This design comes from an exercise in tuning for small area on the open sky130 flow, not from production work.
RTL that was checked went through simulation tests only; none was proved equivalent to the original.
Only the layout flow was run in runs 1 to 4; the RTL was not checked for function there.
The flow treats the clock pin as an ideal source, which a real chip does not have.
Power figures rest on the tool's default switching activity, not on a simulated workload.

**design/flow/config.mk**
```make
export PLATFORM = sky130hd
export DESIGN_NAME = sdram_master
export DESIGN_NICKNAME = sdram_master
export VERILOG_FILES = /design/flow/design.v
export SDC_FILE = /design/flow/constraint.sdc
export NUM_CORES = 4
export LEC_CHECK = 0
export CAP_MARGIN = 0
export CORE_MARGIN = 2
export CORE_UTILIZATION = 70
export GPL_TIMING_DRIVEN = 0
export SLEW_MARGIN = 0
```
**design/flow/constraint.sdc**
```tcl
create_clock -name core_clock -period 10.0 [get_ports {clk}]
set_input_delay 2.0000 -clock core_clock [delete_from_list [all_inputs] [get_ports {clk}]]
set_output_delay 2.0000 -clock core_clock [all_outputs]
set_load 0.01 [all_outputs]
```
**design/flow/design.v**
```verilog
module sdram_master(
input                       clk,
input                       waitrequest,
input                       readdatavalid,
input       [15:0]          readdata,
input                       reset_n,
input                       ready,
output                      chipselect,
output      [1:0]           byteenable,
output                      done,
output reg                  read_n,
output reg                  write_n,
output      [31:0]          address,
output reg  [15:0]          writedata,
output      [31:0]          toHexLed
);
localparam [3:0] RD0 = 4'd0;
localparam [3:0] RD1 = 4'd1;
localparam [3:0] RD2 = 4'd2;
localparam [3:0] RD3 = 4'd3;
localparam [3:0] RD4 = 4'd4;
localparam [3:0] RD5 = 4'd5;
localparam [3:0] RD6 = 4'd6;
localparam [3:0] RD7 = 4'd7;
localparam [3:0] RD8 = 4'd8;
localparam [3:0] RD9 = 4'd9;
localparam [3:0] RD10= 4'd10;
localparam [3:0] RDY = 4'd11;
localparam [3:0] WT  = 4'd12;
localparam [3:0] MX  = 4'd13;
localparam [3:0] MN  = 4'd14;
localparam [3:0] ID  = 4'd15;
reg [3:0]   st;
reg [3:0]   st_n;
reg [15:0]  maxnum;
reg [15:0]  minnum;
reg [31:1]  addr;
wire s_wait = (st == WT);
wire s_read = (st == RD0) | (st == RD1) | (st == RD2) | (st == RD3) | (st == RD4) | (st == RD5) | (st == RD6) | (st == RD7) | (st == RD8) | (st == RD9) | (st == RD10);
wire s_take = (st == RD0) | (st == RD1) | (st == RD2) | (st == RD3) | (st == RD4) | (st == RD5) | (st == RD6) | (st == RD7) | (st == RD8) | (st == RD9);      
wire s_max  = (st == MX);
wire s_wr   = (st == MX) | (st == MN);
assign done = (st == MX) | (st == MN) | (st == ID);
assign chipselect = 1'b1;
assign byteenable = 2'b11;
assign toHexLed   = {maxnum, minnum};
wire tdone = addr[17] & addr[16] & addr[11] & addr[10] & addr[8] & addr[6] & addr[1];
assign address = {addr[31:18], addr[17:1] & {17{~s_wait}}, 1'b0};
always @(*) begin
    case (st)
    RD0: st_n = readdatavalid ? RD1 : RD0;
    RD1: st_n = readdatavalid ? RD2 : RD1;
    RD2: st_n = readdatavalid ? RD3 : RD2;
    RD3: st_n = readdatavalid ? RD4 : RD3;
    RD4: st_n = readdatavalid ? RD5 : RD4;
    RD5: st_n = readdatavalid ? RD6 : RD5;
    RD6: st_n = readdatavalid ? RD7 : RD6;
    RD7: st_n = readdatavalid ? RD8 : RD7;
    RD8: st_n = readdatavalid ? RD9 : RD8;
    RD9: st_n = readdatavalid ? RD10 : RD9;
    RD10: st_n = MX;
    RDY:  st_n = ready ? RD0 : WT;
    WT:   st_n = tdone ? RDY : WT;
    MX:   st_n = waitrequest ? MX : MN;
    MN:   st_n = waitrequest ? MN : ID;
    default: st_n = ID;
    endcase
end
always @(posedge clk) begin
    if (!reset_n) begin
        st      <= RDY;
        read_n  <= 1'b1;
        write_n <= 1'b1;
    end else begin
        st      <= st_n;
        read_n  <= ~s_read;
        write_n <= ~s_wr;
    end
end
genvar i;
wire [16:0] gmax, lmin;
assign gmax[0] = 1'b0;
assign lmin[0] = 1'b0;
generate for (i = 0; i < 16; i = i + 1) begin : g_cmp
    assign gmax[i+1] = (readdata[i] & ~maxnum[i]) | (readdata[i] & gmax[i]) | (~maxnum[i] & gmax[i]);
    assign lmin[i+1] = (minnum[i] & ~readdata[i]) | (minnum[i] & lmin[i]) | (~readdata[i] & lmin[i]);
end endgenerate
wire take    = s_take & readdatavalid;
wire upd_max = take & gmax[16];            
wire upd_min = take & lmin[16];            
always @(posedge clk) begin
    if (!reset_n) begin
        maxnum    <= 16'h0000;
        minnum    <= 16'hFFFF;
        writedata <= 16'h0000;
    end else begin
        if (upd_max) maxnum <= readdata;
        if (upd_min) minnum <= readdata;
        writedata <= s_max ? maxnum : minnum;
    end
end
wire [32:1] ac;
assign ac[1] = (s_read & ~waitrequest) | s_wait;
generate for (i = 1; i < 32; i = i + 1) begin : g_addr
    assign ac[i+1] = ac[i] & addr[i];
end endgenerate
always @(posedge clk) begin
    if (!reset_n || (s_wait && tdone))
        addr <= 31'd0;
    else if (done)
        addr <= {27'd0, 3'b101, ~s_max};
    else
        addr <= addr ^ ac[31:1];
end
endmodule
```
**design/flow/flow/run.sh**
```bash
#!/bin/bash
# Standard ORFS layout with: an area-oriented ABC script in synthesis, the smallest
# buffer cell for the port buffers, and a clock tree without dummy loads.
set -euo pipefail
here=$(pwd)
export MY_ABC_SCRIPT=$here/flow/abc.script
export FLOW_SYNTH=$here/synth_recipe.tcl
bash standard.sh \
  SYNTH_SCRIPT=$here/flow/synth.tcl \
  BUFFER_PORTS_ARGS="-buffer_cell sky130_fd_sc_hd__buf_1" \
  CTS_ARGS="-sink_clustering_enable -repair_clock_nets -dont_use_dummy_load -buf_list {sky130_fd_sc_hd__clkbuf_4 sky130_fd_sc_hd__clkbuf_8}" \
  finish > flow.log 2>&1
```
**design/flow/flow/abc.script**
```
strash
ifraig
dc2
strash
dch -f
amap
topo
```
**design/flow/flow/synth.tcl**
```tcl
# The standard flow's synthesis script, with ABC's mapping script replaced by flow/abc.script
# (area-oriented; only the combinational logic is remapped, registers are untouched).
proc abc {args} {
  set i [lsearch $args -script]
  lset args [expr {$i + 1}] $::env(MY_ABC_SCRIPT)
  set j [lsearch $args -D]
  if {$j >= 0} { set args [lreplace $args $j [expr {$j + 1}]] }
  yosys abc {*}$args
}
source $::env(FLOW_SYNTH)
```
**design/flow/standard.sh**
```bash
#!/bin/bash
# synth_recipe.tcl (not shown) runs the flow's synth.tcl, then flattens the netlist and writes it again
# the make line also repeats each setting of config.mk as NAME=value (left out here)
make -C /OpenROAD-flow-scripts/flow DESIGN_CONFIG=/design/flow/config.mk WORK_HOME=/design/flow/orfs CLKGATE_MAP_FILE= SYNTH_SCRIPT=/design/flow/synth_recipe.tcl "${@:-finish}"
```
==> results.py, run 1 <==
metrics = {
    "setup_path": {
        "crit_top_cell": "ha_1",
        "crit_type": "in2reg",
        "slowest_delay_ns": 0.27,
        "cp.required_ns": 10.23,
        "slowest_stage": "ha_1",
        "worstSetupEndpointType": "flip-flop",
        "start_kind": "input pin",
        "worstPathMaxFanout": 3,
        "path_buf_inv": 1,
        "reg2reg_from": "st[1]",
        "startpoint": "waitrequest",
        "crit_family": "adder cells",
        "arrival_ns": 8.03,
    },
    "floorplanning": {
        "dieWidth_um": 76.8,
        "rows": 26,
        "die_area_um2": 5890,
        "initial_core_util_pct": 72.5,
        "ioPinCount": 107,
        "dieHeight_um": 76.8,
        "coreArea_um2": 5110,
    },
    "grt": {
        "grt_max_degree": 33,
        "track_usage_pct": 30.3,
        "grt_pass1_wl_um": 14600,
        "overflow": 0,
        "first_global_vias": 3304,
        "antenna_found_initial": 0,
    },
    "placed_design": {
        "post-place-ws_ns": 1.83,
        "dp.final_hpwl_um": 6410,
        "gp_congestion": 0.882,
        "io_buffers": 102,
    },
    "sta": {
        "setup_viol": 0,
        "hold_viol_final": 0,
        "setup_slack_ns": 2.21,
        "relSlewSlack_pct": 13.7,
        "period_minus_slack_ns": 7.79,
        "max_freq_mhz": 128,
        "worst_slew_pin_slew_ns": 1.29,
        "fin_crit_sh_pct": 77.9,
        "fin_skew_ns": 0.0202,
        "maxSlewViolCount": 0,
        "rsz0062_at_grt": "no",
        "tns_ns": 0,
    },
    "cts": {
        "cts_buffers": 9,
        "cts_root_buf": "clkbuf_8",
        "cts_resized": 0,
        "clock-sinks": 85,
        "cts_hold_buf": 0,
        "clk_path_buf_depth": 2,
        "clk_pin_slew_worst_paths_ns": 0.07,
        "cts-htree-levels": 3,
        "clk_latency_ns": 0.35,
        "cts_tree": "done",
        "cts_setup_buffers": 0,
    },
    "synthesis": {
        "synthCells": 397,
        "syn-cell-area_um2": 3700,
        "avgSynthCellArea_um2": 9.33,
        "synth_warnings": 1,
        "yosysSeqAreaShare_pct": 45.9,
        "synth_cell_types": 29,
        "ys_ff_latch": 85,
    },
    "drt": {
        "dr_total_vias": 3408,
        "drt-pass1-iter-count": 5,
        "post_drt_wl_per_cell_um": 15.0,
        "viasPerCell": 5.83,
        "drc": 0,
        "antenna_left": 0,
        "wirelength_um": 8760,
        "drtIter0Drc": 209,
    },
    "min_path": {
        "min_path_type": "reg2reg",
        "holdCritStartpoint": "st[3]",
    },
    "layout": {
        "syn_to_final_growth_pct": 18.1,
        "n_antenna_cell": 0,
        "fin_nets": 568,
        "drive_gt1_share_pct": 6.80,
    },
    "power_and_ir_drop": {
        "power.net_switching_mw": 0.390,
        "pwr-share-seq_pct": 46.3,
        "swShare_pct": 38.7,
        "total_leakage_power_nw": 1.83,
        "ir_worst_vdd_uv": 174,
        "total_power_mw": 1.01,
        "internal_power_mw": 0.618,
        "powerDensity_nw_per_um2": 230,
        "pwr-share-comb_pct": 35.4,
        "clkPwrFrac_pct": 18.3,
    },
    "job": {
        "max-cap-violations": 0,
    },
    "status": {
        "status": "no timing/DRC/antenna violations",
    },
}
-- synthesized netlist by cell type --
cell	count	area, um^2
a32oi_1	1	8.76
a211oi_1	3	22.5
nor3_1	4	20.0
o221ai_1	26	228
nand3_1	2	10.0
o21a_1	1	7.51
clkinv_1	51	191
or3_1	1	6.26
or2_0	2	12.5
nand4_1	2	12.5
nor2b_1	41	257
nor2_1	35	131
ha_1	30	375
o41ai_1	1	8.76
a31oi_1	1	6.26
a21oi_1	22	110
conb_1	2	7.51
o21bai_1	1	7.51
o22ai_1	6	37.5
nor4_1	1	6.26
a221oi_1	10	87.6
a221o_1	1	10.0
o21ai_0	20	100
o221a_1	3	33.8
buf_4	18	135
dfxtp_1	85	1700
a22oi_1	17	128
o2111ai_1	1	8.76
nand2_1	9	33.8
-- sequential cells by signal, summed over array words and instances (netlist names) --
signal,count
read_n,1
maxnum,16
minnum,16
write_n,1
addr,31
st,4
writedata,16
-- kinds of logic after synthesis --
logic type	Yosys count	synth area share (%)
simple gates	97	13.2
other cells	2	0.203
buf+inv	69	8.81
flops	85	45.9
fa+ha+maj	30	10.1
compound gates	114	21.7
-- area by class of cell --
type	count	area [um^2]
buffer	18	135
clock buffer	9	124
fill	300	733
tap	70	87.6
inverter	51	191
multi-input combinational	245	1700
timing repair buffer	107	435
sequential	85	1700
-- layout by cell type (no fill, tap or decap), types with 4 or more instances in the layout --
cell,n
ha_1,30
buf_4,19
o21ai_0,20
nor2b_1,41
nor2_1,35
buf_1,102
conb_1,4
clkbuf_8,9
nand2_1,9
o221ai_1,26
a221oi_1,10
a22oi_1,17
o22ai_1,6
clkinv_1,51
a21oi_1,22
buf_6,4
dfxtp_1,85
-- worst register-to-register path: cells and delay by family (launching register included) --
kind / cells / cell delay [ns]
and+or+nand+nor: 1 / 0.13
DFF: 1 / 0.42
AOI/OAI and AO/OA: 3 / 0.57
buffers and inverters: 1 / 0.16
adders and majority gates: 30 / 5.64
-- power by group through the flow --
stage / sequential [mW] / clock (mW) / combinational, mW
floorplan: 0.491 / 0 / 0.200
global route: 0.475 / 0.196 / 0.399
global placement: 0.468 / 0 / 0.328
detailed placement: 0.471 / 0 / 0.352
CTS: 0.464 / 0.186 / 0.355
finish: 0.466 / 0.185 / 0.357
-- path summary, 6_finish.rpt --
check | endpoint | slack (ns) | cells after the start
setup / recovery | addr[30] | 2.21 | 33
hold / removal | st[3] | 0.46 | 1
setup reg to reg | addr[30] | 2.99 | 35
hold reg to reg | st[3] | 0.46 | 1
-- per-stage QoR --
step	area (um^2)	utilization [%]	cells	hold slack (ns)
CTS	4370	85.6	585	0.462
detailed placement	4250	83.2	576	0.452
global placement	4180	81.9	571	0.442
finish	4370	85.6	585	0.457
floorplan	3710	-	399	0.428
global route	4370	85.6	585	0.481
-- routing by layer --
layer	routed length, um	up-vias	track usage [%]
li1	-	1644	-
met1	3380	1556	34.5
met2	4360	181	54.2
met3	736	27	6.12
met4	281	0	14.2
met5	0	-	0
==> run 2, diff against run 1 <==
--- a/design/flow/flow/run.sh
+++ b/design/flow/flow/run.sh
@@ -8,3 +8,3 @@
 bash standard.sh \
-  SYNTH_SCRIPT=$here/flow/synth.tcl \
+  SYNTH_SCRIPT=$here/flow/synth.tcl REMOVE_ABC_BUFFERS=1 \
   BUFFER_PORTS_ARGS="-buffer_cell sky130_fd_sc_hd__buf_1" \
==> run 2 against run 1 <==
Register-to-register slack lost 0.05 ns. Critical path depth unchanged. First-iteration DRC count increased by 6.7%. Design area is 3.6% lower. Maximum frequency about the same. Sequential cell count did not move. Synthesized cell count stayed put. Die area did not move. Total power is 0.61% lower. Non-clock buffer count shrank 20. Sequential share of layout area rose by 1.5 points. Critical path type unchanged. Largest cell class unchanged.
==> results.py, run 2 <==
metrics = {
    "sta": {
        "maxSlewViolCount": 0,
        "period_minus_slack_ns": 7.80,
        "worst_slew_pin_slew_ns": 1.29,
        "hold_viol_final": 0,
        "fin_crit_sh_pct": 78.0,
        "max_freq_mhz": 128,
        "rsz0062_at_grt": "no",
        "setup_viol": 0,
        "relSlewSlack_pct": 14.1,
        "fin_skew_ns": 0.0210,
        "tns_ns": 0,
    },
    "layout": {
        "syn_to_final_growth_pct": 13.8,
        "n_antenna_cell": 0,
        "layout_commonest_cell": "buf_1",
        "drive_gt1_share_pct": 3.03,
        "finish.utilization_pct": 82.6,
        "top_register": "addr",
        "fin_nets": 548,
        "nFillCells": 361,
        "seq_area_um2": 1700,
        "layout_common_cells": "buf_1 (102), dfxtp_1 (85), clkinv_1 (51)",
        "multi_input_area_um2": 1700,
        "largest_reg_flops": 31,
    },
    "floorplanning": {
        "dieHeight_um": 76.8,
        "dieWidth_um": 76.8,
        "ioPinCount": 107,
        "initial_core_util_pct": 72.5,
        "rows": 26,
        "coreArea_um2": 5110,
        "die_area_um2": 5890,
    },
    "cts": {
        "cts_resized": 0,
        "clock-sinks": 85,
        "cts_buffers": 9,
        "cts_root_buf": "clkbuf_8",
        "clk_latency_ns": 0.36,
        "clk_pin_slew_worst_paths_ns": 0.08,
        "clk_path_buf_depth": 2,
        "cts-htree-levels": 3,
        "cts_tree": "done",
        "cts_setup_buffers": 0,
        "cts_hold_buf": 0,
    },
    "synthesis": {
        "yosysSeqAreaShare_pct": 45.9,
        "syn-cell-area_um2": 3700,
        "synthCells": 397,
        "ys_top_cells_by_count": "dfxtp_1 (85), clkinv_1 (51), nor2b_1 (41)",
        "synth_warnings": 1,
        "yosysTopAreaCellShare_pct": 45.9,
        "yosys_most_used_dff": "dfxtp_1",
        "yosysMostFrequentCell": "dfxtp_1",
        "ys_ff_latch": 85,
        "synth_cell_types": 29,
        "avgSynthCellArea_um2": 9.33,
        "synth_edf_count": 0,
        "async_flop_share_pct": 0,
        "synth_area_leaders": "dfxtp_1 (46%), ha_1 (10%), nor2b_1 (6.9%)",
        "synth_top_area_cell": "dfxtp_1",
    },
    "placed_design": {
        "gp_congestion": 0.948,
        "dp.final_hpwl_um": 5990,
        "io_buffers": 102,
    },
    "setup_path": {
        "worstPathMaxFanout": 3,
        "start_kind": "input pin",
        "crit_top_cell": "ha_1",
        "reg2reg_from": "st[1]",
        "slowest_stage": "ha_1",
        "reg2reg_to": "addr[30]",
        "crit_type": "in2reg",
        "worstRegToRegCells": 35,
        "slowest_delay_ns": 0.27,
        "cp.required_ns": 10.22,
        "arrival_ns": 8.02,
        "r2r_setup_slack_ns": 2.94,
        "startpoint": "waitrequest",
        "worstSetupEndpointType": "flip-flop",
    },
    "min_path": {
        "worst_hold_path.endpoint": "st[3]",
        "holdCritStartpoint": "st[3]",
        "min_path_type": "reg2reg",
        "hold_depth": 1,
    },
    "power_and_ir_drop": {
        "ir_worst_vdd_uv": 177,
        "total_power_mw": 1.00,
        "total_leakage_power_nw": 1.72,
        "powerDensity_nw_per_um2": 238,
    },
    "drt": {
        "post_drt_wl_per_cell_um": 14.8,
        "drtIter0Drc": 223,
        "drc": 0,
        "wirelength_um": 8370,
        "drt-pass1-iter-count": 5,
        "viasPerCell": 5.86,
        "antenna_left": 0,
        "dr_total_vias": 3309,
    },
    "grt": {
        "overflow": 0,
        "grt_max_degree": 33,
        "track_usage_pct": 28.0,
        "first_global_vias": 3018,
        "grt_pass1_wl_um": 13400,
        "antenna_found_initial": 0,
    },
    "job": {
        "max-cap-violations": 0,
    },
    "status": {
        "status": "no timing/DRC/antenna violations",
    },
}
-- run 2: changes by cell type in the layout (fill, tap and decap cells not counted) --
cell / previous run / this run
buf_4: 19 / 1
or2_1: 0 / 1
or2_0: 2 / 1
buf_6: 4 / 2
-- run 2: area by class of cell --
| cell class | instances | share of cell area [%] |
|---|---|---|
| Tap cell | 70 | 2.08 |
| Multi-Input combinational cell | 245 | 40.3 |
| Sequential cell | 85 | 40.4 |
| Inverter | 51 | 4.54 |
| Clock buffer | 9 | 2.94 |
| Timing Repair Buffer | 105 | 9.79 |
-- run 2: where the power goes --
| part | switching (mW) | internal [mW] |
|---|---|---|
| combinational | 0.228 | 0.121 |
| clock | 0.105 | 0.0805 |
| sequential | 0.0549 | 0.411 |
| total | 0.388 | 0.613 |
-- run 2: kinds of logic after synthesis --
logic type	Yosys count	synth area share (%)
compound gates	114	21.7
fa+ha+maj	30	10.1
buf+inv	69	8.81
flops	85	45.9
other cells	2	0.203
simple gates	97	13.2
-- run 2: how the worst max path moves through the flow --
stage                     endpoint  slack (ns)  cells past startpoint
after global routing      addr[30]        2.00                     33
final                     addr[30]        2.20                     33
after CTS                 addr[30]        2.18                     33
after floorplan           addr[30]        2.43                     32
after global placement    addr[30]        1.97                     33
after detailed placement  addr[30]        1.81                     33
-- run 2: critical path: cells and delay by family --
family                     cells  cell delay [ns]
buffers and inverters          1             0.12
AOI/OAI and AO/OA              1             0.11
and+or+nand+nor                1             0.13
adders and majority gates     30             5.66
-- run 2: layer usage --
layer  vias up  wire [um]  GRT usage, %
met5         -          0             0
met4         0        144          9.09
met3        17        658          7.65
met2       152       4140          49.3
met1      1535       3430          32.9
li1       1605          -             -
-- run 2: per-stage QoR --
stage	cell area (um^2)	cells	hold WS, ns	setup WS (ns)
after floorplan	3580	381	0.428	2.43
after global placement	4050	553	0.446	1.97
after detailed placement	4090	556	0.455	1.81
after CTS	4220	565	0.467	2.18
after global routing	4220	565	0.498	2.00
final	4220	565	0.475	2.20
==> run 3, diff against run 2 <==
--- a/design/flow/flow/run.sh
+++ b/design/flow/flow/run.sh
@@ -10,3 +10,3 @@
   BUFFER_PORTS_ARGS="-buffer_cell sky130_fd_sc_hd__buf_1" \
-  CTS_ARGS="-sink_clustering_enable -repair_clock_nets -dont_use_dummy_load -buf_list {sky130_fd_sc_hd__clkbuf_4 sky130_fd_sc_hd__clkbuf_8}" \
+  CTS_ARGS="-sink_clustering_enable -repair_clock_nets -dont_use_dummy_load -sink_clustering_max_diameter 200 -sink_clustering_size 40 -buf_list {sky130_fd_sc_hd__clkbuf_16}" \
   finish > flow.log 2>&1
==> run 3 against run 2 <==
Combinational power increased by 1%. Routed wire length increased by 3.2%. Clock power grew 46%. Critical path depth unchanged. Sequential share of layout area decreased by 0.95 points. Highest routed layer unchanged. Maximum frequency fell by 0.75%. Core utilization rose by 2.0 points. Clock skew is 0.0082 ns lower.
==> results.py, run 3 <==
metrics = {
    "status": {
        "status": "no timing/DRC/antenna violations",
    },
    "setup_path": {
        "crit_top_cell": "ha_1",
        "worstRegToRegCells": 35,
        "slowest_delay_ns": 0.27,
        "slowest_stage": "ha_1",
        "cp.required_ns": 10.18,
        "crit_family": "adder cells",
        "path_depth": 33,
        "worstPathMaxFanout": 3,
        "path_buf_inv": 1,
        "worstSetupEndpointType": "flip-flop",
        "crit_type": "in2reg",
        "arrival_ns": 8.04,
        "start_kind": "input pin",
        "startpoint": "waitrequest",
        "reg2reg_from": "st[1]",
    },
    "synthesis": {
        "synthMuxAreaShare_pct": 0,
        "synth_top_area_cell": "dfxtp_1",
        "syn-cell-area_um2": 3700,
        "synth_xor_area_share_pct": 0,
        "ys_ff_latch": 85,
        "yosysTopAreaCellShare_pct": 45.9,
        "synthCells": 397,
        "synth_edf_count": 0,
        "avgSynthCellArea_um2": 9.33,
        "synth_fa_ha_area_share_pct": 10.1,
        "synth_warnings": 1,
        "yosysSeqAreaShare_pct": 45.9,
        "yosys_most_used_dff": "dfxtp_1",
        "synth_compound_area_share_pct": 21.7,
        "synth_cell_types": 29,
        "synthSimpleGateAreaFrac_pct": 13.2,
        "ys_top_cells_by_count": "dfxtp_1 (85), clkinv_1 (51), nor2b_1 (41)",
        "yosysMostFrequentCell": "dfxtp_1",
        "synth_top_family_by_area": "compound AO/OA/AOI/OAI gates",
        "synth_area_leaders": "dfxtp_1 (46%), ha_1 (10%), nor2b_1 (6.9%)",
        "async_flop_share_pct": 0,
    },
    "floorplanning": {
        "initial_core_util_pct": 72.5,
        "dieWidth_um": 76.8,
        "rows": 26,
        "ioPinCount": 107,
        "dieHeight_um": 76.8,
        "coreArea_um2": 5110,
        "die_area_um2": 5890,
    },
    "drt": {
        "viasPerCell": 5.96,
        "post_drt_wl_per_cell_um": 15.3,
        "drt-pass1-iter-count": 5,
        "drtIter0Drc": 273,
        "drc": 0,
        "dr_total_vias": 3366,
        "antenna_left": 0,
        "wirelength_um": 8630,
    },
    "placed_design": {
        "placedInstanceArea_um2": 4090,
        "gp_congestion": 0.948,
        "dp.final_hpwl_um": 5990,
        "io_buffers": 102,
    },
    "layout": {
        "n_antenna_cell": 0,
        "top_register": "addr",
        "layout_commonest_cell": "buf_1",
        "syn_to_final_growth_pct": 16.5,
        "largest_reg_flops": 31,
        "layout_common_cells": "buf_1 (102), dfxtp_1 (85), clkinv_1 (51)",
        "fin_nets": 548,
        "drive_gt1_share_pct": 3.03,
        "finish.utilization_pct": 84.5,
        "design_area_um2": 4320,
    },
    "power_and_ir_drop": {
        "powerDensity_nw_per_um2": 253,
        "pwr-share-comb_pct": 32.3,
        "ir_worst_vdd_uv": 193,
        "clkPwrFrac_pct": 24.9,
        "total_leakage_power_nw": 1.77,
        "power.net_switching_mw": 0.401,
        "swShare_pct": 36.7,
        "internal_power_mw": 0.692,
        "pwr-share-seq_pct": 42.8,
    },
    "min_path": {
        "min_path_type": "reg2reg",
        "hold_depth": 1,
        "holdCritStartpoint": "st[3]",
    },
    "grt": {
        "track_usage_pct": 28.8,
        "use_met1_pct": 34.4,
        "grt_max_degree": 33,
        "first_global_vias": 3041,
        "grt_pass1_wl_um": 13800,
        "grt.busiest_layer": "met2",
        "antenna_found_initial": 0,
        "use_met2_pct": 50.7,
        "grt_use_met3_pct": 7.29,
        "overflow": 0,
    },
    "sta": {
        "max_freq_mhz": 127,
        "fin_crit_sh_pct": 78.6,
        "rsz0062_at_grt": "no",
        "worst_slew_pin_slew_ns": 1.29,
        "tns_ns": 0,
        "fin_skew_ns": 0.0128,
        "setup_viol": 0,
        "relSlewSlack_pct": 14.3,
        "hold_viol_final": 0,
        "maxSlewViolCount": 0,
        "period_minus_slack_ns": 7.86,
    },
    "cts": {
        "cts_tree": "done",
        "cts-htree-levels": 3,
        "cts_resized": 0,
        "clock-sinks": 85,
        "cts_setup_buffers": 0,
        "cts_root_buf": "clkbuf_16",
        "clk_path_buf_depth": 2,
        "cts_buffers": 9,
        "cts_hold_buf": 0,
        "clk_latency_ns": 0.33,
        "clk_pin_slew_worst_paths_ns": 0.06,
    },
    "job": {
        "max-cap-violations": 0,
    },
}
## run 3: cell counts after synthesis
Identical to the previous run, type by type.
## run 3: layout make-up
cell class,count,area (um^2)
Clock buffer,9,225
Inverter,51,191
Sequential cell,85,1700
Fill cell,339,790
Tap cell,70,87.6
Timing Repair Buffer,105,413
Multi-Input combinational cell,245,1700
## run 3: kinds of logic after synthesis
| kind of cell | after synthesis |
|---|---|
| AO/OA/AOI/OAI | 114 |
| AND/OR/NAND/NOR | 97 |
| buffers and inverters | 69 |
| flip-flops | 85 |
| other | 2 |
| adder cells (fa/ha/maj) | 30 |
## run 3: path summary, 6_finish.rpt
| kind | slack, ns | to |
|---|---|---|
| max reg2reg | 2.93 | addr[30] |
| max | 2.14 | addr[30] |
| min reg2reg | 0.47 | st[3] |
| min | 0.47 | st[3] |
## run 3: metrics by stage
stage                     hold WS (ns)  std cells  power, mW  worst slack [ns]
after floorplan                  0.428        381      0.689              2.43
after global placement           0.446        553      0.794              1.97
after detailed placement         0.455        556      0.815              1.81
after CTS                        0.463        565       1.09              2.13
after global routing             0.493        565       1.15              1.96
final                            0.469        565       1.09              2.14
## run 3: power by group through the flow
stage | Clock [mW] | Sequential (mW) | Combinational (mW)
4_1_cts | 0.274 | 0.465 | 0.347
5_1_grt | 0.288 | 0.475 | 0.386
2_1_floorplan | 0 | 0.491 | 0.198
3_3_place_gp | 0 | 0.467 | 0.326
3_5_place_dp | 0 | 0.471 | 0.344
6_report | 0.272 | 0.468 | 0.353
## run 3: per-layer routing
layer,up-vias,part of all wire (%),wire length (um)
met3,17,8.3,717
met5,-,0,0
met4,0,1.6,137
met1,1568,40,3470
met2,172,50,4310
li1,1609,-,-
==> run 4, diff against run 3 <==
--- a/design/flow/flow/run.sh
+++ b/design/flow/flow/run.sh
@@ -8,3 +8,3 @@
 bash standard.sh \
-  SYNTH_SCRIPT=$here/flow/synth.tcl REMOVE_ABC_BUFFERS=1 \
+  SYNTH_SCRIPT=$here/flow/synth.tcl \
   BUFFER_PORTS_ARGS="-buffer_cell sky130_fd_sc_hd__buf_1" \
--- a/design/flow/config.mk
+++ b/design/flow/config.mk
@@ -9,3 +9,3 @@
 export CORE_MARGIN = 2
-export CORE_UTILIZATION = 70
+export CORE_UTILIZATION = 80
 export GPL_TIMING_DRIVEN = 0
==> run 4 against run 3 <==
The run now fails in 3_3_place_gp. Area after synthesis stayed put. Synthesized cell count stayed put.
==> results.py, run 4 <==
metrics = {
    "status": {
        "lastStage": "3_3_place_gp",
        "error_line": "[ERROR GPL-0301] Utilization 101.194 % exceeds 100%.",
        "status": "stopped before the end",
    },
    "synthesis": {
        "ys_top_cells_by_count": "dfxtp_1 (85), clkinv_1 (51), nor2b_1 (41)",
        "synth_cell_types": 29,
        "async_flop_share_pct": 0,
        "synth_top_area_cell": "dfxtp_1",
        "synth_edf_count": 0,
        "ys_ff_latch": 85,
        "synth_warnings": 1,
        "avgSynthCellArea_um2": 9.33,
        "yosysTopAreaCellShare_pct": 45.9,
        "syn-cell-area_um2": 3700,
        "yosysMostFrequentCell": "dfxtp_1",
        "synthCells": 397,
        "yosysSeqAreaShare_pct": 45.9,
        "synth_area_leaders": "dfxtp_1 (46%), ha_1 (10%), nor2b_1 (6.9%)",
        "yosys_most_used_dff": "dfxtp_1",
    },
    "floorplanning": {
        "rows": 24,
        "dieWidth_um": 72.1,
        "dieHeight_um": 72.1,
        "ioPinCount": 107,
        "initial_core_util_pct": 83.9,
    },
    "placed_design": {
        "io_buffers": 102,
    },
}
-- run 4: cell families after synthesis --
group           count (synthesis)  share of synthesized area, %
other cells                     2                         0.203
flops                          85                          45.9
buf+inv                        69                          8.81
simple gates                   97                          13.2
fa+ha+maj                      30                          10.1
compound gates                114                          21.7
==> run 5, diff against run 4 <==
--- a/design/flow/design.v
+++ b/design/flow/design.v
@@ -36,3 +36,5 @@
 reg [15:0]  minnum;
-reg [31:1]  addr;
+reg [31:18] addr_hi;
+reg [17:1]  addr_ln;     
+wire [31:1] addr = {addr_hi, ~addr_ln};
 wire s_wait = (st == WT);
@@ -47,3 +49,3 @@
 wire tdone = addr[17] & addr[16] & addr[11] & addr[10] & addr[8] & addr[6] & addr[1];
-assign address = {addr[31:18], addr[17:1] & {17{~s_wait}}, 1'b0};
+assign address = {addr_hi, ~(addr_ln | {17{s_wait}}), 1'b0};
 always @(*) begin
@@ -90,12 +92,12 @@
 wire upd_min = take & lmin[16];            
+wire mx_new  = upd_max & reset_n;
+wire mx_old  = ~upd_max & reset_n;
+wire mn_new  = ~upd_min | ~reset_n;        
+wire mn_old  = upd_min | ~reset_n;
+wire wd_max  = s_max & reset_n;
+wire wd_min  = ~s_max & reset_n;
 always @(posedge clk) begin
-    if (!reset_n) begin
-        maxnum    <= 16'h0000;
-        minnum    <= 16'hFFFF;
-        writedata <= 16'h0000;
-    end else begin
-        if (upd_max) maxnum <= readdata;
-        if (upd_min) minnum <= readdata;
-        writedata <= s_max ? maxnum : minnum;
-    end
+    maxnum    <= ({16{mx_new}} & readdata) | ({16{mx_old}} & maxnum);
+    minnum    <= ({16{mn_new}} | readdata) & ({16{mn_old}} | minnum);
+    writedata <= ({16{wd_max}} & maxnum) | ({16{wd_min}} & minnum);
 end
@@ -106,9 +108,14 @@
 end endgenerate
+reg [31:1] addr_n;
+always @(*) begin
+    if (!reset_n || (s_wait && tdone))
+        addr_n = 31'd0;
+    else if (done)
+        addr_n = {27'd0, 3'b101, ~s_max};
+    else
+        addr_n = addr ^ ac[31:1];
+end
 always @(posedge clk) begin
-    if (!reset_n || (s_wait && tdone))
-        addr <= 31'd0;
-    else if (done)
-        addr <= {27'd0, 3'b101, ~s_max};
-    else
-        addr <= addr ^ ac[31:1];
+    addr_hi <= addr_n[31:18];
+    addr_ln <= ~addr_n[17:1];
 end
==> design/flow/flow/run.sh (replaced) <==
#!/bin/bash
# Standard ORFS layout with: an area-oriented ABC script in synthesis, the smallest
# buffer cell for the port buffers, and a clock tree without dummy loads.
set -euo pipefail
here=$(pwd)
export MY_ABC_SCRIPT=$here/flow/abc.script
export FLOW_SYNTH=$here/synth_recipe.tcl
bash standard.sh \
  SYNTH_SCRIPT=$here/flow/synth.tcl REMOVE_ABC_BUFFERS=1 \
  BUFFER_PORTS_ARGS="-buffer_cell sky130_fd_sc_hd__buf_1" \
  CTS_ARGS="-sink_clustering_enable -repair_clock_nets -dont_use_dummy_load -buf_list {sky130_fd_sc_hd__clkbuf_4 sky130_fd_sc_hd__clkbuf_8}" \
  finish > flow.log 2>&1
==> design/flow/flow/abc.script (replaced) <==
strash
&get -n
&deepsyn -T 60
&put
strash
dch -f
amap
topo
--- a/design/flow/config.mk
+++ b/design/flow/config.mk
@@ -9,3 +9,3 @@
 export CORE_MARGIN = 2
-export CORE_UTILIZATION = 80
+export CORE_UTILIZATION = 70
 export GPL_TIMING_DRIVEN = 0
==> run 5 against run 4 <==
The run now finishes clean. Area after synthesis down 6.7%. Synthesized cell count down 4.0%.
==> results.py, run 5 <==
metrics = {
    "status": {
        "status": "no timing/DRC/antenna violations",
    },
    "layout": {
        "layout_common_cells": "buf_1 (102), dfxtp_1 (85), clkinv_1 (63)",
        "nFillCells": 314,
        "syn_to_final_growth_pct": 16.8,
        "largest_reg_flops": 17,
        "stdcell_count": 558,
        "n_antenna_cell": 0,
        "top_register": "addr_ln",
        "multi_input_area_um2": 1500,
        "seq_area_um2": 1700,
        "drive_gt1_share_pct": 2.24,
        "layout_commonest_cell": "buf_1",
        "fin_nets": 544,
    },
    "cts": {
        "cts-htree-levels": 3,
        "clock-sinks": 85,
        "cts_buffers": 9,
        "clk_pin_slew_worst_paths_ns": 0.08,
        "cts_setup_buffers": 0,
        "cts_root_buf": "clkbuf_8",
        "clk_path_buf_depth": 2,
        "cts_resized": 0,
        "cts_hold_buf": 0,
        "cts_tree": "done",
        "clk_latency_ns": 0.35,
    },
    "sta": {
        "setup_viol": 0,
        "fin_skew_ns": 0.0230,
        "relSlewSlack_pct": 29.7,
        "maxSlewViolCount": 0,
        "tns_ns": 0,
        "rsz0062_at_grt": "no",
        "period_minus_slack_ns": 7.67,
        "fin_crit_sh_pct": 76.7,
        "hold_viol_final": 0,
        "max_freq_mhz": 130,
        "worst_slew_pin_slew_ns": 1.05,
    },
    "drt": {
        "drt-pass1-iter-count": 5,
        "drtIter0Drc": 130,
        "drc": 0,
        "viasPerCell": 5.62,
        "post_drt_wl_per_cell_um": 14.5,
        "dr_total_vias": 3138,
        "wirelength_um": 8070,
        "antenna_left": 0,
    },
    "min_path": {
        "min_path_type": "reg2reg",
    },
    "synthesis": {
        "ys_ff_latch": 85,
        "synth_edf_count": 0,
        "yosysTopAreaCellShare_pct": 49.2,
        "ys_top_cells_by_count": "dfxtp_1 (85), clkinv_1 (63), nor2_1 (36)",
        "synthCells": 381,
        "synth_area_leaders": "dfxtp_1 (49%), ha_1 (11%), clkinv_1 (6.8%)",
        "synth_cell_types": 28,
        "yosysMostFrequentCell": "dfxtp_1",
        "synth_top_area_cell": "dfxtp_1",
        "yosys_most_used_dff": "dfxtp_1",
        "syn-cell-area_um2": 3460,
        "synth_warnings": 1,
        "yosysSeqAreaShare_pct": 49.2,
        "async_flop_share_pct": 0,
        "avgSynthCellArea_um2": 9.07,
    },
    "setup_path": {
        "crit_type": "in2reg",
        "slowest_delay_ns": 0.26,
        "worstSetupEndpointType": "flip-flop",
        "crit_family": "adder cells",
        "arrival_ns": 7.90,
        "crit_top_cell": "ha_1",
        "path_buf_inv": 1,
        "worstPathMaxFanout": 2,
        "start_kind": "input pin",
        "cp.required_ns": 10.23,
        "slowest_stage": "ha_1",
    },
    "grt": {
        "first_global_vias": 2893,
        "overflow": 0,
        "grt_pass1_wl_um": 12500,
        "antenna_found_initial": 0,
        "grt_max_degree": 29,
        "track_usage_pct": 29.8,
    },
    "power_and_ir_drop": {
        "ir_worst_vdd_uv": 172,
        "total_leakage_power_nw": 1.67,
        "powerDensity_nw_per_um2": 233,
    },
    "placed_design": {
        "gp_congestion": 0.803,
        "dp.final_hpwl_um": 5730,
        "io_buffers": 102,
        "dp.cells": 549,
    },
    "floorplanning": {
        "initial_core_util_pct": 72.7,
        "coreArea_um2": 4750,
        "die_area_um2": 5510,
        "ioPinCount": 107,
        "dieWidth_um": 74.3,
        "dieHeight_um": 74.3,
        "rows": 25,
    },
    "job": {
        "max-cap-violations": 0,
    },
}
==> run 5: changes by cell type after synthesis, moves of 12 or more <==
cell / change
buf_4: -14
nand2_1: +13
o22a_1: +15
a22oi_1: -15
o221ai_1: -20
o22ai_1: +15
nor2b_1: -28
clkinv_1: +12
==> run 5: per-stage QoR <==
stage / power (mW) / hold slack (ns) / util, % / area [um^2] / setup WS (ns)
finish: 0.941 / 0.494 / 84.9 / 4040 / 2.33
global route: 0.994 / 0.535 / 84.9 / 4040 / 2.06
CTS: 0.941 / 0.496 / 84.9 / 4040 / 2.29
detailed placement: 0.758 / 0.485 / 82.3 / 3910 / 1.97
global placement: 0.744 / 0.451 / 82.0 / 3900 / 2.10
floorplan: 0.653 / 0.479 / - / 3430 / 2.46
==> run 5: metal layers <==
layer	global-route usage [%]	vias to the layer above	routed length, um
met5	0	-	0
met4	14.3	0	167
met3	8.27	18	572
met2	54.1	128	4220
met1	31.8	1443	3110
li1	-	1549	-
==> run 5: cell families after synthesis <==
kind of cell             share of synthesized area (%)
AND/OR/NAND/NOR                                   12.1
adder cells (fa/ha/maj)                           10.9
buffers and inverters                             7.71
flip-flops                                        49.2
other                                            0.217
AO/OA/AOI/OAI                                     19.9
==> run 5: area by class of cell <==
type / instances / share of cell area (%)
inverter: 63 / 5.86
tap: 67 / 2.08
clock buffer: 9 / 3.07
sequential: 85 / 42.1
timing repair buffer: 103 / 9.67
multi-input combinational: 231 / 37.2
==> run 5: worst paths after layout <==
kind | from | endpoint | cells after the start | slack [ns]
worst max-delay path | waitrequest | addr_hi[30] | 33 | 2.33
worst min-delay path | addr_hi[31] | addr_hi[31] | 1 | 0.49
worst min register to register | addr_hi[31] | addr_hi[31] | 1 | 0.49
worst max register to register | st[0] | addr_hi[30] | 36 | 3.05
==> run 5: power by group <==
part           internal [mW]  switching [mW]
sequential             0.407          0.0522
combinational          0.102           0.197
clock                 0.0805           0.102
==> run 6, diff against run 5 <==
==> design/flow/flow/run.sh (replaced) <==
#!/bin/bash
# Standard ORFS layout with: an area-oriented ABC script in synthesis (flow/synth.tcl,
# flow/abc.script), the smallest buffer cell for the port buffers, the buffers that
# Yosys/ABC left removed at floorplan, and a clock tree of small buffers where only the
# leaf buffers that need it are upsized (flow/post_cts_size.tcl).
set -euo pipefail
here=$(pwd)
export MY_ABC_SCRIPT=$here/flow/abc.script
export FLOW_SYNTH=$here/synth_recipe.tcl
bash standard.sh \
  SYNTH_SCRIPT=$here/flow/synth.tcl \
  REMOVE_ABC_BUFFERS=1 \
  BUFFER_PORTS_ARGS="-buffer_cell sky130_fd_sc_hd__buf_1" \
  CTS_ARGS="-sink_clustering_enable -repair_clock_nets -dont_use_dummy_load -buf_list {sky130_fd_sc_hd__clkbuf_4}" \
  POST_CTS_TCL=$here/flow/post_cts_size.tcl \
  finish > flow.log 2>&1
==> design/flow/flow/abc.script (replaced) <==
strash
&get -n
&deepsyn -T 60
&put
strash
dch -f
map -a
topo
==> design/flow/flow/post_cts_size.tcl (new file) <==
# POST_CTS hook: clock_tree_synthesis runs with small clock buffers only; here any clock
# buffer whose output slew (placement estimate) is above CLK_SLEW_UP ns is swapped for the
# next larger clock buffer, until none is or all are at the largest size allowed.
set cs_sizes {sky130_fd_sc_hd__clkbuf_2 sky130_fd_sc_hd__clkbuf_4 sky130_fd_sc_hd__clkbuf_8 sky130_fd_sc_hd__clkbuf_16}
set cs_limit 0.110
if {[info exists ::env(CLK_SLEW_UP)]} { set cs_limit $::env(CLK_SLEW_UP) }
for {set pass 0} {$pass < 4} {incr pass} {
  estimate_parasitics -placement
  set changed 0
  foreach inst [get_cells *] {
    set ref [get_property $inst ref_name]
    set i [lsearch $cs_sizes $ref]
    if {$i < 0 || $i == [llength $cs_sizes] - 1} { continue }
    # only buffers that drive flip-flops: the limit is on flip-flop clock pins
    set leaf 0
    foreach p [get_pins -of_objects [get_nets -of_objects [get_pins [get_name $inst]/X]]] {
      if {[get_property $p direction] eq "input" && [string match "*/CLK" [get_full_name $p]]} { set leaf 1 }
    }
    if {!$leaf} { continue }
    set s [get_property [get_pins [get_name $inst]/X] slew_max]
    if {$s > $cs_limit} {
      puts "cs: [get_name $inst] $ref slew $s -> [lindex $cs_sizes [expr {$i + 1}]]"
      replace_cell $inst [lindex $cs_sizes [expr {$i + 1}]]
      incr changed
    }
  }
  if {$changed == 0} { break }
  detailed_placement
}
estimate_parasitics -placement
set cs_worst 0
foreach p [get_pins -hierarchical */CLK] {
  set s [get_property $p slew_max]
  if {$s > $cs_worst} { set cs_worst $s }
}
puts "cs: worst flip-flop clock slew (placement estimate) $cs_worst"
==> run 6 against run 5 <==
Register-to-register slack improved by 0.12 ns. Non-clock buffer count fell by 1. Largest power group unchanged. Largest cell class unchanged. Still clean. Critical endpoint is now addr_hi[31]. Sequential power down 1%. Critical path type unchanged. Highest routed layer unchanged.
==> results.py, run 6 <==
metrics = {
    "cts": {
        "clock-sinks": 85,
        "clk_latency_ns": 0.41,
        "cts_tree": "done",
        "clk_pin_slew_worst_paths_ns": 0.10,
    },
    "drt": {
        "top_layer_used": "met4",
        "drtIter0Drc": 198,
        "dr_total_vias": 3191,
        "viasPerCell": 5.55,
        "wl_met2_um": 3860,
        "drc": 0,
        "met3_length_um": 544,
        "antenna_left": 0,
        "drt-pass1-iter-count": 4,
        "wirelength_um": 7920,
        "m1WireLength_um": 3310,
        "post_drt_wl_per_cell_um": 13.8,
    },
    "floorplanning": {
        "initial_core_util_pct": 72.8,
        "rows": 25,
        "coreArea_um2": 4720,
        "dieWidth_um": 74.1,
        "die_area_um2": 5490,
        "ioPinCount": 107,
        "dieHeight_um": 74.1,
    },
    "synthesis": {
        "synthCells": 399,
        "ys_top_cells_by_count": "clkinv_1 (92), dfxtp_1 (85), nor2_1 (45)",
        "ys_ff_latch": 85,
        "synth_fa_ha_area_share_pct": 10.9,
        "synth_edf_count": 0,
        "avgSynthCellArea_um2": 8.62,
        "yosysMostFrequentCell": "clkinv_1",
        "yosysTopAreaCellShare_pct": 49.5,
        "synth_top_family_by_area": "compound AO/OA/AOI/OAI gates",
        "async_flop_share_pct": 0,
        "yosysSeqAreaShare_pct": 49.5,
        "synth_area_leaders": "dfxtp_1 (49%), ha_1 (11%), clkinv_1 (10%)",
        "synth_top_area_cell": "dfxtp_1",
        "yosys_most_used_dff": "dfxtp_1",
        "synthMuxAreaShare_pct": 0,
        "synthSimpleGateAreaFrac_pct": 9.75,
        "synth_xor_area_share_pct": 0.255,
        "syn-cell-area_um2": 3440,
        "synth_warnings": 1,
        "synth_compound_area_share_pct": 18.5,
        "synth_cell_types": 21,
    },
    "sta": {
        "relSlewSlack_pct": 13.9,
        "holdWs_ns": 0.480,
        "maxSlewViolCount": 0,
        "tns_ns": 0,
        "fin_skew_ns": 0.0309,
        "period_minus_slack_ns": 7.63,
        "setup_viol": 0,
        "hold_viol_final": 0,
        "fin_crit_sh_pct": 76.3,
        "worst_slew_pin_slew_ns": 1.29,
        "setup_slack_ns": 2.37,
        "max_freq_mhz": 131,
        "rsz0062_at_grt": "no",
    },
    "setup_path": {
        "arrival_ns": 7.93,
        "r2r_setup_slack_ns": 3.17,
        "cp.required_ns": 10.30,
        "reg2reg_to": "addr_hi[31]",
        "reg2reg_from": "st[0]",
        "crit_top_cell": "ha_1",
        "slowest_delay_ns": 0.20,
        "startpoint": "waitrequest",
        "worstPathMaxFanout": 2,
        "worstRegToRegCells": 37,
        "start_kind": "input pin",
        "worstSetupEndpointType": "flip-flop",
        "worstSetupEndpoint": "addr_hi[31]",
        "crit_type": "in2reg",
        "slowest_stage": "ha_1",
    },
    "power_and_ir_drop": {
        "total_leakage_power_nw": 1.64,
        "power.net_switching_mw": 0.352,
        "ir_worst_vdd_uv": 176,
        "powerDensity_nw_per_um2": 230,
        "swShare_pct": 38.5,
        "pwr-share-seq_pct": 49.8,
        "pwr-share-comb_pct": 32.7,
        "internal_power_mw": 0.561,
        "clkPwrFrac_pct": 17.5,
    },
    "grt": {
        "overflow": 0,
        "grt_pass1_wl_um": 12300,
        "track_usage_pct": 29.2,
        "antenna_found_initial": 0,
        "grt_max_degree": 19,
        "first_global_vias": 2935,
    },
    "placed_design": {
        "io_buffers": 102,
        "post-place-ws_ns": 1.94,
        "dp.final_hpwl_um": 5740,
        "gp_congestion": 0.891,
        "dp.cells": 566,
    },
    "layout": {
        "nFillCells": 310,
        "n_antenna_cell": 0,
        "stdcell_count": 575,
        "syn_to_final_growth_pct": 15.6,
        "finish.utilization_pct": 84.2,
        "fin_nets": 561,
        "largest_reg_flops": 17,
        "drive_gt1_share_pct": 2.17,
        "layout_common_cells": "buf_1 (102), clkinv_1 (92), dfxtp_1 (85)",
        "layout_commonest_cell": "buf_1",
        "top_register": "addr_ln",
    },
    "min_path": {
        "holdCritStartpoint": "minnum[0]",
        "min_path_type": "reg2reg",
    },
    "status": {
        "status": "no timing/DRC/antenna violations",
    },
    "job": {
        "max-cap-violations": 0,
    },
}
[run 6: cell types whose count changed after synthesis, sizes merged, moves of 3 or more]
cell    previous run  this run
clkinv            63        92
o21bai             3         0
nor2b             13         0
o22ai             21        44
a32o               4         0
a22oi              2        18
nand2             22        31
nand3             11         1
or2                4         1
o22a              15         0
nor2              36        45
o21ai             27        14
[run 6: worst min path at each step]
| stage | end | slack, ns | cells after the start |
|---|---|---|---|
| final | minnum[0] | 0.48 | 2 |
| after global placement | maxnum[0] | 0.46 | 2 |
| after detailed placement | writedata[0] | 0.47 | 2 |
| after global routing | writedata[8] | 0.50 | 2 |
| after floorplan | minnum[15] | 0.49 | 2 |
[run 6: routing by layer]
layer  global-route usage (%)  vias to the layer above
li1                         -                     1559
met1                     33.2                     1458
met2                     50.5                      150
met3                     6.37                       24
met4                     17.0                        0
met5                        0                        -
[run 6: final cells by class]
class                           instances  area [um^2]  area share [%]
Clock buffer                            9         92.6            2.33
Inverter                               92          345            8.68
Multi-Input combinational cell        220         1370            34.5
Sequential cell                        85         1700            42.8
Tap cell                               67         83.8            2.11
Timing Repair Buffer                  102          383            9.63
[run 6: per-stage QoR]
| step | power [mW] | area (um^2) |
|---|---|---|
| detailed placement | 0.753 | 3880 |
| finish | 0.913 | 3980 |
| global placement | 0.741 | 3880 |
| floorplan | 0.649 | 3420 |
| global route | 0.966 | 3980 |
[run 6: worst max-delay path, delay by kind of cell]
family | cells | cell delay, ns
adder cells (fa/ha/maj) | 30 | 5.47
AND/OR/NAND/NOR | 1 | 0.06
XOR/XNOR | 1 | 0.16
AO/OA/AOI/OAI | 1 | 0.11
buffers and inverters | 1 | 0.10
[run 6: cells by family (layout without fill, tap and decap cells)]
family | count (synthesis) | in the layout
other | 2 | 4
adder cells (fa/ha/maj) | 30 | 30
buffers and inverters | 96 | 203
XOR/XNOR | 1 | 1
AND/OR/NAND/NOR | 85 | 85
AO/OA/AOI/OAI | 100 | 100
flip-flops | 85 | 85
[run 6: power groups by stage]
stage	combinational (mW)	sequential [mW]	clock, mW
detailed placement	0.294	0.459	0
finish	0.299	0.454	0.160
global placement	0.286	0.455	0
floorplan	0.171	0.478	0
global route	0.335	0.459	0.172
==> run 7, diff against run 6 <==
--- a/design/flow/flow/run.sh
+++ b/design/flow/flow/run.sh
@@ -1,3 +1,4 @@
 #!/bin/bash
-# Standard ORFS layout with: an area-oriented ABC script in synthesis (flow/synth.tcl,
+# Standard ORFS layout with: an area-oriented ABC script in synthesis and no separate
+# half/full-adder extraction before it (flow/synth.tcl,
 # flow/abc.script), the smallest buffer cell for the port buffers, the buffers that
@@ -11,3 +12,3 @@
   SYNTH_SCRIPT=$here/flow/synth.tcl \
-  REMOVE_ABC_BUFFERS=1 \
+  REMOVE_ABC_BUFFERS=1 ADDER_MAP_FILE= SKIP_REPAIR_TIE_FANOUT=1 \
   BUFFER_PORTS_ARGS="-buffer_cell sky130_fd_sc_hd__buf_1" \
==> design/flow/flow/abc.script (replaced) <==
strash
&get -n
&deepsyn -T 60
&put
strash
dch -f
amap
topo
==> run 7 against run 6 <==
Register-to-register slack better by 1.0 ns. Worst setup slack better by 1.0 ns. Largest cell class unchanged. Count of clock-buffer cells in the layout stayed put. Highest routed layer unchanged. Still clean.
==> results.py, run 7 <==
metrics = {
    "layout": {
        "design_area_um2": 3830,
        "drive_gt1_share_pct": 2.21,
        "seq_area_um2": 1700,
        "finish.utilization_pct": 82.8,
        "n_antenna_cell": 0,
        "largest_reg_flops": 17,
        "syn_to_final_growth_pct": 15.8,
        "multi_input_area_um2": 1360,
        "top_register": "addr_ln",
        "stdcell_count": 552,
        "nFillCells": 313,
        "layout_commonest_cell": "buf_1",
        "fin_nets": 521,
        "layout_common_cells": "buf_1 (102), dfxtp_1 (85), clkinv_1 (61)",
    },
    "synthesis": {
        "synth_top_area_cell": "dfxtp_1",
        "syn-cell-area_um2": 3310,
        "synth_cell_types": 29,
        "yosysSeqAreaShare_pct": 51.4,
        "synth_edf_count": 0,
        "synth_area_leaders": "dfxtp_1 (51%), clkinv_1 (6.9%), nor2_1 (6.5%)",
        "avgSynthCellArea_um2": 8.49,
        "ys_ff_latch": 85,
        "yosysMostFrequentCell": "dfxtp_1",
        "yosys_most_used_dff": "dfxtp_1",
        "synthCells": 390,
        "ys_top_cells_by_count": "dfxtp_1 (85), clkinv_1 (61), nor2_1 (57)",
        "synth_warnings": 1,
        "async_flop_share_pct": 0,
        "yosysTopAreaCellShare_pct": 51.4,
    },
    "floorplanning": {
        "die_area_um2": 5300,
        "rows": 25,
        "ioPinCount": 107,
        "initial_core_util_pct": 71.5,
        "dieHeight_um": 72.8,
        "coreArea_um2": 4630,
        "dieWidth_um": 72.8,
    },
    "placed_design": {
        "placedInstanceArea_um2": 3750,
        "io_buffers": 102,
        "dp.cells": 543,
        "dp.final_hpwl_um": 5590,
        "post-place-ws_ns": 3.09,
        "gp_congestion": 0.929,
    },
    "cts": {
        "clk_latency_ns": 0.43,
        "clk_pin_slew_worst_paths_ns": 0.09,
        "cts_tree": "done",
        "clock-sinks": 85,
    },
    "job": {
        "max-cap-violations": 0,
    },
    "status": {
        "status": "no timing/DRC/antenna violations",
    },
    "sta": {
        "relSlewSlack_pct": 32.3,
        "setup_slack_ns": 3.42,
        "tns_ns": 0,
        "maxSlewViolCount": 0,
        "fin_crit_sh_pct": 65.8,
        "worst_slew_pin_slew_ns": 1.02,
        "setup_viol": 0,
        "hold_viol_final": 0,
        "period_minus_slack_ns": 6.58,
        "max_freq_mhz": 152,
        "fin_skew_ns": 0.0338,
        "rsz0062_at_grt": "no",
    },
    "drt": {
        "drtIter0Drc": 191,
        "dr_total_vias": 3218,
        "drc": 0,
        "viasPerCell": 5.83,
        "wirelength_um": 7840,
        "antenna_left": 0,
        "drt-pass1-iter-count": 5,
        "post_drt_wl_per_cell_um": 14.2,
    },
    "min_path": {
        "holdCritStartpoint": "maxnum[0]",
        "min_path_type": "reg2reg",
        "hold_depth": 2,
        "worst_hold_path.endpoint": "writedata[0]",
    },
    "setup_path": {
        "arrival_ns": 6.89,
        "slowest_delay_ns": 0.31,
        "path_buf_inv": 2,
        "worstPathMaxFanout": 4,
        "cp.required_ns": 10.31,
        "worstSetupEndpointType": "flip-flop",
        "start_kind": "input pin",
        "worstRegToRegCells": 30,
        "reg2reg_from": "st[2]",
        "reg2reg_to": "addr_hi[31]",
        "crit_top_cell": "nor2_1",
        "slowest_stage": "nor3_1",
        "crit_type": "in2reg",
        "crit_family": "simple AND/OR/NAND/NOR gates",
        "r2r_setup_slack_ns": 4.19,
    },
    "grt": {
        "antenna_found_initial": 0,
        "track_usage_pct": 29.9,
        "grt_pass1_wl_um": 12400,
        "grt_max_degree": 23,
        "overflow": 0,
        "first_global_vias": 2895,
    },
    "power_and_ir_drop": {
        "ir_worst_vdd_uv": 139,
        "powerDensity_nw_per_um2": 232,
        "total_leakage_power_nw": 1.36,
    },
}
run 7: cell count changes after synthesis, moves of 8 or more:
cell	delta
a22oi_1	-18
and3_1	+12
clkinv_1	-31
ha_1	-30
nand2_1	-8
nor2_1	+12
nor3_1	+14
o21ai_0	+10
o22a_1	+15
o22ai_1	-16
run 7: area by class of cell:
class                      count  share of cell area (%)
clock buffer                   9                    2.25
timing repair buffer         103                    10.3
multi-input combinational    240                    35.3
tap                           54                    1.76
inverter                      61                    5.97
sequential                    85                    44.4
run 7: worst min-delay path, cell delays in order (launching register included):
cell and delay (ns):
dfxtp_1 0.32, clkinv_1 0.05, o21ai_0 0.07
run 7: metrics by stage:
step	total power, mW	hold WS [ns]
6_report	0.891	0.479
5_1_grt	0.940	0.496
3_3_place_gp	0.721	0.446
2_1_floorplan	0.635	0.454
3_5_place_dp	0.736	0.465
run 7: how the worst max path moves through the flow:
| stage | start | endpoint | cells after the start |
|---|---|---|---|
| after floorplan | waitrequest | addr_hi[31] | 27 |
| after global placement | waitrequest | addr_hi[31] | 28 |
| after detailed placement | waitrequest | addr_hi[31] | 28 |
| after global routing | waitrequest | addr_hi[31] | 28 |
| final | waitrequest | addr_hi[31] | 28 |
run 7: layer usage:
layer	vias to the layer above	share of wire (%)	track usage (%)
li1	1578	-	-
met1	1495	40	34.1
met2	124	50	52.8
met3	21	7.1	7.46
met4	0	2.4	13.2
met5	-	0	0
run 7: power by group:
group          internal (mW)  switching, mW
Combinational         0.0983          0.186
Clock                 0.0546          0.102
Sequential             0.403         0.0474
Total                  0.556          0.335
run 7: logic make-up after synthesis:
family,share of synthesized area [%]
buf+inv,7.82
simple gates,16.6
compound gates,23.9
flops,51.4
other cells,0.227
==> run 8, diff against run 7 <==
--- a/design/flow/flow/run.sh
+++ b/design/flow/flow/run.sh
@@ -12,3 +12,3 @@
   SYNTH_SCRIPT=$here/flow/synth.tcl \
-  REMOVE_ABC_BUFFERS=1 ADDER_MAP_FILE= SKIP_REPAIR_TIE_FANOUT=1 \
+  REMOVE_ABC_BUFFERS=1 ADDER_MAP_FILE= \
   BUFFER_PORTS_ARGS="-buffer_cell sky130_fd_sc_hd__buf_1" \
==> run 8 against run 7 <==
Count of clock-buffer cells in the layout unchanged. Final cell count up 0.36%. Core utilization up 0.16 points. First-iteration DRC count up 26%. Total power down 0.87%. Clock skew up 0.0016 ns. Hold slack better by 0.0037 ns. Area after synthesis unchanged.
==> results.py, run 8 <==
metrics = {
    "status": {
        "status": "no timing/DRC/antenna violations",
    },
    "cts": {
        "cts_tree": "done",
        "clock-sinks": 85,
        "clk_pin_slew_worst_paths_ns": 0.08,
        "clk_latency_ns": 0.43,
    },
    "layout": {
        "drive_gt1_share_pct": 2.20,
        "stdcell_count": 554,
        "largest_reg_flops": 17,
        "nFillCells": 298,
        "syn_to_final_growth_pct": 16.0,
        "layout_commonest_cell": "buf_1",
        "n_antenna_cell": 0,
        "multi_input_area_um2": 1360,
        "top_register": "addr_ln",
        "finish.utilization_pct": 83.0,
        "fin_nets": 523,
        "seq_area_um2": 1700,
        "layout_common_cells": "buf_1 (102), dfxtp_1 (85), clkinv_1 (61)",
    },
    "setup_path": {
        "cp.required_ns": 10.28,
        "start_kind": "input pin",
        "worstSetupEndpointType": "flip-flop",
        "crit_type": "in2reg",
        "arrival_ns": 6.90,
        "worstPathMaxFanout": 4,
    },
    "power_and_ir_drop": {
        "pwr-share-seq_pct": 50.9,
        "pwr-share-comb_pct": 31.8,
        "power.net_switching_mw": 0.328,
        "powerDensity_nw_per_um2": 230,
        "ir_worst_vdd_uv": 166,
        "swShare_pct": 37.1,
        "clkPwrFrac_pct": 17.3,
        "total_leakage_power_nw": 1.37,
        "internal_power_mw": 0.556,
    },
    "synthesis": {
        "ys_ff_latch": 85,
        "synth_area_leaders": "dfxtp_1 (51%), clkinv_1 (6.9%), nor2_1 (6.5%)",
        "synth_edf_count": 0,
        "yosysMostFrequentCell": "dfxtp_1",
        "synth_top_area_cell": "dfxtp_1",
        "avgSynthCellArea_um2": 8.49,
        "yosysSeqAreaShare_pct": 51.4,
        "synth_cell_types": 29,
        "yosys_most_used_dff": "dfxtp_1",
        "yosysTopAreaCellShare_pct": 51.4,
        "synth_warnings": 1,
        "ys_top_cells_by_count": "dfxtp_1 (85), clkinv_1 (61), nor2_1 (57)",
        "async_flop_share_pct": 0,
        "syn-cell-area_um2": 3310,
        "synthCells": 390,
    },
    "sta": {
        "fin_skew_ns": 0.0355,
        "hold_viol_final": 0,
        "worst_slew_pin_slew_ns": 1.01,
        "period_minus_slack_ns": 6.62,
        "max_freq_mhz": 151,
        "setup_viol": 0,
        "fin_crit_sh_pct": 66.2,
        "holdWs_ns": 0.483,
        "relSlewSlack_pct": 32.7,
        "tns_ns": 0,
        "maxSlewViolCount": 0,
        "rsz0062_at_grt": "no",
    },
    "drt": {
        "dr_total_vias": 3216,
        "wirelength_um": 7650,
        "viasPerCell": 5.81,
        "antenna_left": 0,
        "drt-pass1-iter-count": 5,
        "drc": 0,
        "post_drt_wl_per_cell_um": 13.8,
        "drtIter0Drc": 240,
    },
    "grt": {
        "overflow": 0,
        "track_usage_pct": 30.3,
        "antenna_found_initial": 0,
        "grt_max_degree": 23,
        "first_global_vias": 2938,
        "grt_pass1_wl_um": 12500,
    },
    "placed_design": {
        "dp.cells": 545,
        "dp.final_hpwl_um": 5600,
        "io_buffers": 102,
        "gp_congestion": 0.904,
    },
    "floorplanning": {
        "ioPinCount": 107,
        "rows": 25,
        "dieWidth_um": 72.8,
        "initial_core_util_pct": 71.5,
        "die_area_um2": 5300,
        "dieHeight_um": 72.8,
        "coreArea_um2": 4630,
    },
    "min_path": {
        "min_path_type": "reg2reg",
    },
    "job": {
        "max-cap-violations": 0,
    },
}
run 8: cell counts after synthesis:
Identical to the previous run, type by type.
run 8: through the flow:
stage | worst slack [ns] | instance area (um^2) | power (mW)
3_5_place_dp | 3.03 | 3750 | 0.734
2_1_floorplan | 3.96 | 3290 | 0.635
3_3_place_gp | 3.37 | 3740 | 0.722
5_1_grt | 2.61 | 3840 | 0.935
6_report | 3.38 | 3840 | 0.883
run 8: kinds of logic after synthesis:
group,count (synthesis),synth area share (%)
compound gates,114,23.9
buf+inv,65,7.82
flops,85,51.4
other cells,2,0.227
simple gates,124,16.6
run 8: path summary, 6_finish.rpt:
path | cells past startpoint | to | startpoint | slack (ns)
hold reg to reg | 2 | writedata[0] | maxnum[0] | 0.48
setup / recovery | 28 | addr_hi[31] | waitrequest | 3.38
setup reg to reg | 30 | addr_hi[31] | st[2] | 4.21
hold / removal | 2 | writedata[0] | maxnum[0] | 0.48
run 8: power groups by stage:
stage	clock, mW	sequential (mW)	combinational (mW)
floorplan	0	0.473	0.161
global placement	0	0.453	0.269
detailed placement	0	0.455	0.279
global route	0.166	0.457	0.312
finish	0.152	0.450	0.281
run 8: final cells by class:
| type | instances | share of cell area (%) |
|---|---|---|
| clock buffer | 9 | 2.25 |
| timing repair buffer | 103 | 10.3 |
| inverter | 61 | 5.96 |
| sequential | 85 | 44.3 |
| tap | 54 | 1.76 |
| multi-input combinational | 242 | 35.5 |
run 8: routing by layer:
metal | up-vias | GRT usage [%] | wire [um]
li1 | 1582 | - | -
met1 | 1479 | 34.6 | 3100
met2 | 138 | 52.8 | 3840
met3 | 17 | 7.04 | 540
met4 | 0 | 15.0 | 168
met5 | - | 0 | 0
run 8: critical path: stages:
cell and delay, ns:
buf_1 0.09, a21oi_1 0.18, nand2_1 0.12, nor2_1 0.15
clkinv_1 0.12, nor2_1 0.17, nand2_1 0.12, nor2_1 0.19
nand2_1 0.11, nor2_1 0.17, nand2_1 0.12, nor2_1 0.19
nand2_1 0.13, nor2_1 0.18, nand2_1 0.13, nor2_1 0.17
nand2_1 0.11, or2_0 0.27, nor3_1 0.35, and2_0 0.24
and3_1 0.21, and3_1 0.20, and3_1 0.20, and3_1 0.21
and3_1 0.23, and3_1 0.22, nor2_1 0.06, a211oi_1 0.26

==> static timing again, ports no longer ideal <==
In the flow no input, the clock included, has a driving cell. The finished layouts below were timed again as built, in two steps. Step 1 sets driving cells, clkbuf_16 on the clock port and buf_2 on the other inputs (assumed; they add their load-dependent delay and slew). Step 2 adds t to the input delays and takes it off the output delays; t is the mean of the earliest and latest rising clock arrival at the registers after step 1. Input paths then give back, and output paths get back, about the clock's delay inside the block. a / b / c = ideal ports / drivers / drivers and shift; a / b = the first two.
run	t, ns	slack for setup (ns)	hold WS [ns]	latest minus earliest clock arrival (ns)
run 1	0.370	2.205 / 2.211 / 1.841	0.457 / 0.457 / 0.457	0.020 / 0.020
run 2	0.377	2.201 / 2.203 / 1.826	0.475 / 0.475 / 0.475	0.021 / 0.022
run 3	0.357	2.142 / 2.138 / 1.781	0.469 / 0.469 / 0.469	0.013 / 0.013
run 5	0.367	2.331 / 2.334 / 1.966	0.494 / 0.494 / 0.494	0.023 / 0.023
run 6	0.423	2.371 / 2.373 / 1.950	0.480 / 0.480 / 0.480	0.031 / 0.031
run 7	0.439	3.415 / 3.416 / 2.977	0.479 / 0.479 / 0.479	0.034 / 0.034
run 8	0.435	3.383 / 3.387 / 2.951	0.483 / 0.483 / 0.483	0.035 / 0.035
After both steps every run listed still meets setup and hold. For run 7, which loses most, drivers alone change the setup slack by +0.001 ns; drivers and shift together by -0.438 ns.
